This is an optimization exercise on Yosys and OpenROAD, whose aim is small area and a short achievable clock period, not a production implementation. No functional check of the RTL was part of any run shown here. Power figures rest on the tool's default switching activity, not on a simulated workload.

`flow/design.v`:
```
module sigmoid8_pla #(
    parameter WIDTH = 16,
    parameter SLICES = 8,
    parameter FP = 12
) (
    input wire clk,
    input wire rst,
    input wire signed [WIDTH - 1:0] x,
    output wire [WIDTH - 1:0] y
);
    reg [15:0] x_reg;
    always @(posedge clk) x_reg <= x;
    reg [10:0] r_reg;
    reg [12:1] r3_reg;
    reg [4:0]  q_reg;
    always @(posedge clk) begin
        r_reg  <= x_reg[10:0];
        r3_reg <= ({1'b0, x_reg[10:0], 1'b0} + {2'b0, x_reg[10:0]}) >> 1;
        q_reg  <= x_reg[15:11];
    end
    wire [12:0] r3 = {r3_reg, r_reg[0]};
    wire z = ~|r_reg;
    reg s23, s99, s369, s867;
    always @(*) begin
        s23 = 1'b0; s99 = 1'b0; s369 = 1'b0; s867 = 1'b0;
        case (q_reg)
            5'd20, 5'd21, 5'd22, 5'd9, 5'd10, 5'd11: s23 = 1'b1;
            5'd23, 5'd24, 5'd25, 5'd6, 5'd7, 5'd8:   s99 = 1'b1;
            5'd26, 5'd27, 5'd28, 5'd3, 5'd4, 5'd5:   s369 = 1'b1;
            5'd29, 5'd30, 5'd31, 5'd0, 5'd1, 5'd2:   s867 = 1'b1;
            default: ;
        endcase
    end
    reg [13:0] tt;
    always @(*) begin
        case ({q_reg, z})
            6'd32: tt = 14'd0;
            6'd33: tt = 14'd0;
            6'd34: tt = 14'd0;
            6'd35: tt = 14'd0;
            6'd36: tt = 14'd0;
            6'd37: tt = 14'd0;
            6'd38: tt = 14'd0;
            6'd39: tt = 14'd0;
            6'd40: tt = 14'd24;
            6'd41: tt = 14'd0;
            6'd42: tt = 14'd47;
            6'd43: tt = 14'd46;
            6'd44: tt = 14'd70;
            6'd45: tt = 14'd70;
            6'd46: tt = 14'd95;
            6'd47: tt = 14'd92;
            6'd48: tt = 14'd194;
            6'd49: tt = 14'd194;
            6'd50: tt = 14'd293;
            6'd51: tt = 14'd292;
            6'd52: tt = 14'd386;
            6'd53: tt = 14'd392;
            6'd54: tt = 14'd755;
            6'd55: tt = 14'd754;
            6'd56: tt = 14'd1124;
            6'd57: tt = 14'd1124;
            6'd58: tt = 14'd1495;
            6'd59: tt = 14'd1492;
            6'd60: tt = 14'd2362;
            6'd61: tt = 14'd2362;
            6'd62: tt = 14'd3229;
            6'd63: tt = 14'd3228;
            6'd0: tt = 14'd4096;
            6'd1: tt = 14'd4096;
            6'd2: tt = 14'd4963;
            6'd3: tt = 14'd4962;
            6'd4: tt = 14'd5830;
            6'd5: tt = 14'd5830;
            6'd6: tt = 14'd6699;
            6'd7: tt = 14'd6696;
            6'd8: tt = 14'd7068;
            6'd9: tt = 14'd7068;
            6'd10: tt = 14'd7437;
            6'd11: tt = 14'd7436;
            6'd12: tt = 14'd7800;
            6'd13: tt = 14'd7806;
            6'd14: tt = 14'd7899;
            6'd15: tt = 14'd7898;
            6'd16: tt = 14'd7998;
            6'd17: tt = 14'd7998;
            6'd18: tt = 14'd8099;
            6'd19: tt = 14'd8096;
            6'd20: tt = 14'd8122;
            6'd21: tt = 14'd8122;
            6'd22: tt = 14'd8145;
            6'd23: tt = 14'd8144;
            6'd24: tt = 14'd8192;
            6'd25: tt = 14'd8168;
            6'd26: tt = 14'd8192;
            6'd27: tt = 14'd8192;
            6'd28: tt = 14'd8192;
            6'd29: tt = 14'd8192;
            6'd30: tt = 14'd8192;
            6'd31: tt = 14'd8192;
            default: tt = 14'd0;
        endcase
    end
    wire [24:0] ta = ({25{s23}}  & {14'd0, r3, 3'd0}) |
                     ({25{s99}}  & {12'd0, r3, 5'd0}) |
                     ({25{s369}} & {10'd0, r3, 7'd0}) |
                     ({25{s867}} & {9'd0, r3, 8'd0}) |
                     {23'd0, s369, s23};
    wire [24:0] tb = ({25{s23}}  & ~{14'd0, r_reg}) |
                     ({25{s99}}  & {12'd0, r3}) |
                     ({25{s369}} & ~{10'd0, r3, 2'd0}) |
                     ({25{s867}} & {7'd0, r3, 5'd0});
    wire [24:0] tc = ({25{s369}} & ~{12'd0, r3}) |
                     ({25{s867}} & {12'd0, r3});
    wire [24:0] td = {tt, 11'd0};
    wire [24:0] s1 = ta ^ tb ^ tc;
    wire [24:0] c1 = {(ta[23:0] & tb[23:0]) | (ta[23:0] & tc[23:0]) | (tb[23:0] & tc[23:0]), 1'b0};
    wire [24:0] s2 = s1 ^ c1 ^ td;
    wire [24:0] c2 = {(s1[23:0] & c1[23:0]) | (s1[23:0] & td[23:0]) | (c1[23:0] & td[23:0]), 1'b0};
    wire [12:0] lo = {1'b0, s2[11:0]} + {1'b0, c2[11:0]};
    reg [12:0] hs_reg, hc_reg;
    reg        lc_reg;
    always @(posedge clk) begin
        hs_reg <= s2[24:12];
        hc_reg <= c2[24:12];
        lc_reg <= lo[12];
    end
    reg [12:0] y_reg;
    always @(posedge clk or posedge rst) begin
        if (rst) y_reg <= 13'd0;
        else     y_reg <= hs_reg + hc_reg + {12'd0, lc_reg};
    end
    assign y = {3'b000, y_reg};
endmodule
```
`flow/run.sh`:
```
#!/bin/bash
# synth_recipe.tcl (not shown) runs the flow's synth.tcl, then flattens the netlist and writes it again
# the make line also repeats each setting of config.mk as NAME=value (left out here)
make -C /OpenROAD-flow-scripts/flow DESIGN_CONFIG=/design/flow/config.mk WORK_HOME=/design/flow/orfs CLKGATE_MAP_FILE= SYNTH_SCRIPT=/design/flow/synth_recipe.tcl finish
```
`flow/config.mk`:
```
export PLATFORM = sky130hd
export DESIGN_NAME = sigmoid8_pla
export DESIGN_NICKNAME = sigmoid8_pla
export VERILOG_FILES = /design/flow/design.v
export SDC_FILE = /design/flow/constraint.sdc
export NUM_CORES = 4
export LEC_CHECK = 0
export ABC_CLOCK_PERIOD_IN_PS = 2000
export CAP_MARGIN = 20
export CORE_MARGIN = 2
export CORE_UTILIZATION = 40
export SETUP_SLACK_MARGIN = 3.0
export SLEW_MARGIN = 20
```
`flow/constraint.sdc`:
```
create_clock -name core_clock -period 5.5 [get_ports {clk}]
set_input_delay 1.1000 -clock core_clock [delete_from_list [all_inputs] [get_ports {clk}]]
set_output_delay 1.1000 -clock core_clock [all_outputs]
set_load 0.01 [all_outputs]
```
==> impl_metrics.toml, run 1 <==
[status]
status = "no timing/DRC/antenna violations"

[logic_synthesis]
synth_top_cell_by_area = "dfxtp_1"
yosysSeqAreaShare_pct = 34.2
post_synth.cell_area_avg_um2 = 9.47
ys_warn_count = 1
netlist_area_mm2 = 0.00533
yosys.area.top_type_share_pct = 28.1
synth_area_leaders = "dfxtp_1 28%, fa_1 12%, ha_1 12%"
synth-edff-count = 0
ys.flop_type = "dfxtp_1"
ys_types = 54
async_flop_share_pct = 14.8
synth_cells = 563
ys_seq_elements = 88

[worst_setup_path]
critPathMaxStageDelay_ps = 510
crit_required_ps = 5780
cpMostUsedCell = "ha_1"
startpoint = "s23"
reg2reg_setup_slack_ps = 2880
crit_path_end_kind = "flip-flop"
crit_path_top_delay_cell = "fa_1"
path_class = "flip-flop to flip-flop"
critPathLaunchType = "flip-flop"
critPathMaxFanout = 5
critPathArrivalTime_ps = 2900
crit_chain = "clkinvlp_2 > buf_4 > o21ai_0 > nor2_1 > fa_1 > inv_1 > ha_1 > ha_1 > nand4_1 > o21a_1 > o21ai_1"
r2r-start = "s23"

[clock_tree]
htreeDepth = 3
clkLatencyLatePin_ps = 340
ctsLongestPathBuffers = 2
clockRootBuffer = "clkbuf_16"
cts_tree = "built"
clk_pin_slew_ps = 70
cts.sink_count = 88
numCtsBuffers = 9

[placement]
hpwl_um = 8040
place.port_buffers = 30
gp_congestion = 0.908
place_ws_ps = 1980

[detailed_routing]
antenna_left = 0
drt_pre_antenna_iters = 7
vias_per_cell = 5.19
drt_wl_total_um = 11200
drc = 0
drtIter0Drc = 299
vias = 4008
wl_per_cell_um = 14.5

[grt]
grt_max_degree = 28
overflow = 0
antenna_found_initial = 0
grt_pass1_wl_um = 19300
first_global_vias = 4022
track_usage_pct = 16.8

[pwr]
power_per_cell_area_mw_per_mm2 = 384
leakagePower_uw = 0.00278
seqPwrFrac_pct = 37.2
p_sw_uw = 800
p_comb_share_pct = 37.4
clock_power_share_pct = 25.3
ir_worst_vdd_mv = 0.166
switching_share_pct = 33.3
internal_power_uw = 1600

[cells_and_area]
layout.nets = 691
syn_to_final_growth_pct = 17.4
largest_register_ffs = 16
seq_area_mm2 = 0.00185
drive_gt1_share_pct = 11.2
fill_cells = 1267
antennaDiodeCount = 0
post-route-util_pct = 47.7
multi_input_area_mm2 = 0.00327

[sta]
setup_slack_ps = 2880
setup_violations = 0
slew_violations = 0
finalCritPeriodShare_pct = 47.6
fin_crit_ps = 2620
fin_skew_ps = 7.55
hold_viol_final = 0
fin_setup_tns_ps = 0
rsz0062_at_grt = "true"
max_freq_mhz = 382

[job]
maxCapViolCount = 0

[floorplanning]
rows = 42
core_mm2 = 0.0131
design.die.area_mm2 = 0.0143
die_x_um = 119
io_pins = 34
die_y_um = 119
start_util_pct = 40.6

[hold_path]
hold_start = "x_reg[0]"
hold_class = "flip-flop to flip-flop"
-- cell families (layout without fill, tap and decap cells) --
| family | Yosys count | after routing | share of synthesized area, % |
|---|---|---|---|
| AOI/OAI and AO/OA | 148 | 148 | 18.1 |
| and+or+nand+nor | 134 | 134 | 12.5 |
| DFF | 88 | 88 | 34.2 |
| adders and majority gates | 82 | 82 | 23.7 |
| buffers and inverters | 80 | 111 | 6.15 |
| xor gates and xnor gates | 23 | 23 | 3.78 |
| muxes | 7 | 7 | 1.38 |
| other | 1 | 3 | 0.0703 |
-- critical path: cells and delay by family (launching register included) --
| family | cells | cell delay [ps] |
|---|---|---|
| AND/OR/NAND/NOR | 2 | 160 |
| flip-flops | 1 | 390 |
| adder cells (fa/ha/maj) | 3 | 1090 |
| AO/OA/AOI/OAI | 3 | 480 |
| buffers and inverters | 3 | 440 |
-- Yosys cell counts (4+ instances only) --
| cell | n |
|---|---|
| dfrtp_1 | 13 |
| mux2i_1 | 4 |
| clkbuf_1 | 20 |
| o21a_1 | 5 |
| nand2b_1 | 7 |
| nor2_1 | 31 |
| nor2b_1 | 4 |
| nor3_1 | 7 |
| o21ai_0 | 42 |
| nand4_1 | 5 |
| inv_1 | 48 |
| a21o_1 | 11 |
| a222oi_1 | 4 |
| fa_1 | 32 |
| a22o_1 | 6 |
| a22oi_1 | 6 |
| a21oi_1 | 32 |
| ha_1 | 50 |
| a221oi_1 | 7 |
| a211oi_1 | 7 |
| dfxtp_1 | 75 |
| and2_1 | 4 |
| nand3_1 | 12 |
| xor2_1 | 7 |
| xnor2_1 | 16 |
| o211ai_1 | 7 |
| nand2_1 | 50 |
-- final timing paths --
check,endpoint,cells after the start
setup reg to reg,lc_reg,11
setup / recovery,lc_reg,11
min in group asynchronous,y_reg[1],2
hold reg to reg,r_reg[0],0
hold / removal,r_reg[0],0
max in group asynchronous,y_reg[7],2
-- layer usage --
layer	vias to the layer above	global-route usage, %	part of all wire, %
met2	130	27.9	47
met3	20	3.11	4.8
met4	0	6.62	2.3
met5	-	0	0
met1	1842	21.8	46
li1	2016	-	-
-- power by group through the flow --
| stage | clock network (uW) | logic (uW) | registers (uW) |
|---|---|---|---|
| after global placement | 0 | 840 | 910 |
| after global routing | 655 | 1030 | 911 |
| after detailed placement | 0 | 858 | 913 |
| after floorplan | 0 | 615 | 893 |
| after CTS | 625 | 902 | 894 |
| final | 608 | 900 | 895 |
-- cell usage in the layout (no fill, tap or decap), drive strengths merged, types with 6 or more instances in the layout --
master / synthesis / final
o211ai: 7 / 7
nand2b: 7 / 7
a211oi: 7 / 7
nand2: 50 / 50
nand3: 13 / 13
nor2: 31 / 31
a22oi: 6 / 6
a22o: 6 / 6
clkdlybuf4s50: 0 / 30
xnor2: 16 / 16
buf: 9 / 12
o21ai: 42 / 42
dfrtp: 13 / 13
inv: 48 / 49
a21oi: 32 / 32
xor2: 7 / 7
dfxtp: 75 / 75
a221oi: 8 / 8
a21o: 11 / 11
clkbuf: 20 / 11
ha: 50 / 50
fa: 32 / 32
nor3: 7 / 7
-- through the flow --
step | std cells | instance area [um^2] | power [uW] | hold WS [ps]
6_report | 772 | 6260 | 2400 | 355
4_1_cts | 771 | 6240 | 2420 | 360
3_3_place_gp | 742 | 5760 | 1750 | 341
5_1_grt | 772 | 6260 | 2600 | 365
2_1_floorplan | 565 | 5420 | 1510 | 329
3_5_place_dp | 742 | 5760 | 1770 | 360
-- what timing repair did --
action | CTS | global route
hold buffers | 0 | 0
endpoints found under the setup margin | 22 | 8
pin swaps | 14 | 1
cloned | 2 | 0
setup buffers | 11 | 1
gates resized for setup | 29 | 6
-- final cells by class --
type	instances	area share, %
tap	176	3.52
multi-input combinational	397	52.2
timing repair buffer	42	6.41
clock buffer	11	3.88
sequential	88	29.6
inverter	51	3.28
clock inverter	5	0.899
timing repair inverter	2	0.200
==> run 2, diff against run 1 <==
--- a/flow/config.mk
+++ b/flow/config.mk
@@ -6,8 +6,8 @@
 export NUM_CORES = 4
 export LEC_CHECK = 0
-export ABC_CLOCK_PERIOD_IN_PS = 2000
+export ABC_CLOCK_PERIOD_IN_PS = 1500
 export CAP_MARGIN = 20
 export CORE_MARGIN = 2
 export CORE_UTILIZATION = 40
-export SETUP_SLACK_MARGIN = 3.0
+export SETUP_SLACK_MARGIN = 3.3
 export SLEW_MARGIN = 20
==> run 2 against run 1 <==
Compared with the run above:
- sequential power about the same
- sequential share of layout area fell by 1.4 points
- critical path type unchanged
- power up 2.8%
- routed wire length grew 8.8%
- final cell count up 2.3%
- non-clock buffer count increased by 19
- largest cell class unchanged
- clock power grew 4.9%
- critical endpoint unchanged
==> impl_metrics.toml, run 2 <==
[placement]
place.port_buffers = 30
place_ws_ps = 1960
hpwl_um = 8140
placed_cells = 742
gp_congestion = 0.909

[logic_synthesis]
yosysMostFrequentCell = "dfxtp_1"
ys_seq_elements = 88
synth_cells = 563
yosys.area.top_type_share_pct = 28.1
ys_types = 54
async_flop_share_pct = 14.8
netlist_area_mm2 = 0.00533
ys_warn_count = 1
synth_area_leaders = "dfxtp_1 28%, fa_1 12%, ha_1 12%"
ys.flop_type = "dfxtp_1"
ys_top_cells_by_count = "75 x dfxtp_1, 50 x ha_1, 50 x nand2_1"
yosysSeqAreaShare_pct = 34.2
post_synth.cell_area_avg_um2 = 9.47
synth_top_cell_by_area = "dfxtp_1"
synth-edff-count = 0

[hold_path]
hold_class = "flip-flop to flip-flop"

[clock_tree]
clkLatencyLatePin_ps = 360
ctsLongestPathBuffers = 2
clockRootBuffer = "clkbuf_16"
cts.sink_count = 88
clk_pin_slew_ps = 70
numCtsBuffers = 9
htreeDepth = 3
cts_tree = "built"

[cells_and_area]
seq_area_mm2 = 0.00187
final_common_cell = "dfxtp_1"
layoutNonFillerInstCount = 790
multi_input_area_mm2 = 0.00347
layout_common_cells = "59 x dfxtp_1, 49 x nand2_1, 41 x inv_1, 40 x ha_1, 29 x o21ai_0"
syn_to_final_growth_pct = 24.2
antennaDiodeCount = 0
drive_gt1_share_pct = 20.5
largest_register_ffs = 16
fill_cells = 1216
layout.nets = 709

[floorplanning]
rows = 42
die_y_um = 119
die_x_um = 119
core_mm2 = 0.0131
design.die.area_mm2 = 0.0143
start_util_pct = 40.6
io_pins = 34

[sta]
setup_slack_ps = 2880
hold_slack_ps = 349
max_freq_mhz = 381
slew_violations = 0
setup_violations = 0
fin_skew_ps = 11.9
tightest_slew_ps = 525
timing.slew.headroom_pct = 65.0
hold_viol_final = 0
fin_crit_ps = 2620
finalCritPeriodShare_pct = 47.7
rsz0062_at_grt = "true"
fin_setup_tns_ps = 0

[grt]
overflow = 0
antenna_found_initial = 0
track_usage_pct = 17.6
grt_pass1_wl_um = 20100
first_global_vias = 4131
grt_max_degree = 28

[detailed_routing]
drt_pre_antenna_iters = 6
drt_wl_total_um = 12200
vias_per_cell = 5.32
drc = 0
wl_per_cell_um = 15.4
drtIter0Drc = 409
antenna_left = 0
vias = 4205

[worst_setup_path]
critPathMaxFanout = 7
critPathArrivalTime_ps = 2860
path_class = "flip-flop to flip-flop"
crit_path_end_kind = "flip-flop"
crit_required_ps = 5740
critPathLaunchType = "flip-flop"
reg2reg_setup_slack_ps = 2880

[pwr]
leakagePower_uw = 0.00290
power_per_cell_area_mw_per_mm2 = 373
finalPower_uw = 2470
ir_worst_vdd_mv = 0.163

[status]
status = "no timing/DRC/antenna violations"

[job]
maxCapViolCount = 0
[run 2: cell type report]
class	instances	area share [%]
clock buffers	9	3.40
clock inverters	7	1.15
inverters	51	3.30
multi-input cells	397	52.3
flip-flops and latches	88	28.2
well taps	176	3.32
repair buffers	61	8.19
repair inverters	1	0.113
[run 2: metrics by stage]
stage	util, %	area (um^2)
finish	50.4	6630
global route	50.4	6630
CTS	49.0	6440
detailed placement	43.9	5770
global placement	43.9	5770
floorplan	-	5420
[run 2: power breakdown]
group          switching (uW)  internal, uW  leakage, uW
sequential                102           793     0.000786
clock                     281           357     0.000148
combinational             486           452      0.00196
total                     868          1600      0.00290
[run 2: repair_timing]
action / 4_1_cts / 5_1_grt
endpoints found under the hold margin: 0 / 0
setup endpoints to repair: 39 / 18
hold buffers: 0 / 0
gates resized for setup: 70 / 40
setup buffers: 23 / 8
pin swaps: 19 / 12
gates cloned: 1 / 0
[run 2: worst paths after layout]
check,endpoint,depth (start not counted),startpoint
worst min-delay path,r_reg[0],0,x_reg[0]
min in group asynchronous,y_reg[7],2,rst
worst max-delay path,lc_reg,9,s23
worst min register to register,r_reg[0],0,x_reg[0]
max in group asynchronous,y_reg[9],2,rst
worst max register to register,lc_reg,9,s23
[run 2: critical path, stage by stage (launching register included)]
cell        delay (ps)
dfxtp_4            360
clkinvlp_4         190
buf_6              190
o211ai_1           320
fa_2               500
ha_1               280
ha_1               300
a21o_1             190
a21oi_1            110
o21ai_1             70
[run 2: kinds of logic (layout without fill, tap and decap cells)]
family	count (synthesis)	after routing	share of synthesized area [%]
flip-flops	88	88	34.2
adder cells (fa/ha/maj)	82	82	23.7
XOR/XNOR	23	23	3.78
AO/OA/AOI/OAI	148	148	18.1
other	1	3	0.0703
buffers and inverters	80	129	6.15
AND/OR/NAND/NOR	134	134	12.5
multiplexers	7	7	1.38
[run 2: routing by layer]
layer	vias up	track usage (%)	share of wire [%]
met3	33	3.02	6.5
li1	2046	-	-
met2	209	28.3	46
met4	0	8.24	2.7
met5	-	0	0
met1	1917	23.2	44

static timing again, ports no longer ideal:
No port has a modelled driver above. Below, the same layouts with a new extraction and two added sets of constraints.
Step 1 (the two cells are an assumption about what drives the block):
set clk [get_ports {clk}]
set_driving_cell -lib_cell sky130_fd_sc_hd__clkbuf_16 $clk
set_driving_cell -lib_cell sky130_fd_sc_hd__buf_2 [delete_from_list [all_inputs] $clk]
Step 2 adds t to the input delays and takes it off the output delays; t is the mean of the earliest and latest rising clock arrival at the registers after step 1. Input paths then give back, and output paths get back, about the clock's delay inside the block.
a / b / c = no drivers / after step 1 / after step 2; a / b = the first two.
run | t (ns) | slack for setup (ns) | clock arrival spread, ns | slew at the worst register clock pin (ns) | worst data-port slew with drivers (ns)
run 1 | 0.376 | 2.883 / 2.883 / 2.883 | 0.009 / 0.009 | 0.07 / 0.07 | 0.03
run 2 | 0.390 | 2.878 / 2.878 / 2.878 | 0.012 / 0.013 | 0.08 / 0.08 | 0.03
After both steps every run listed still meets setup and hold.
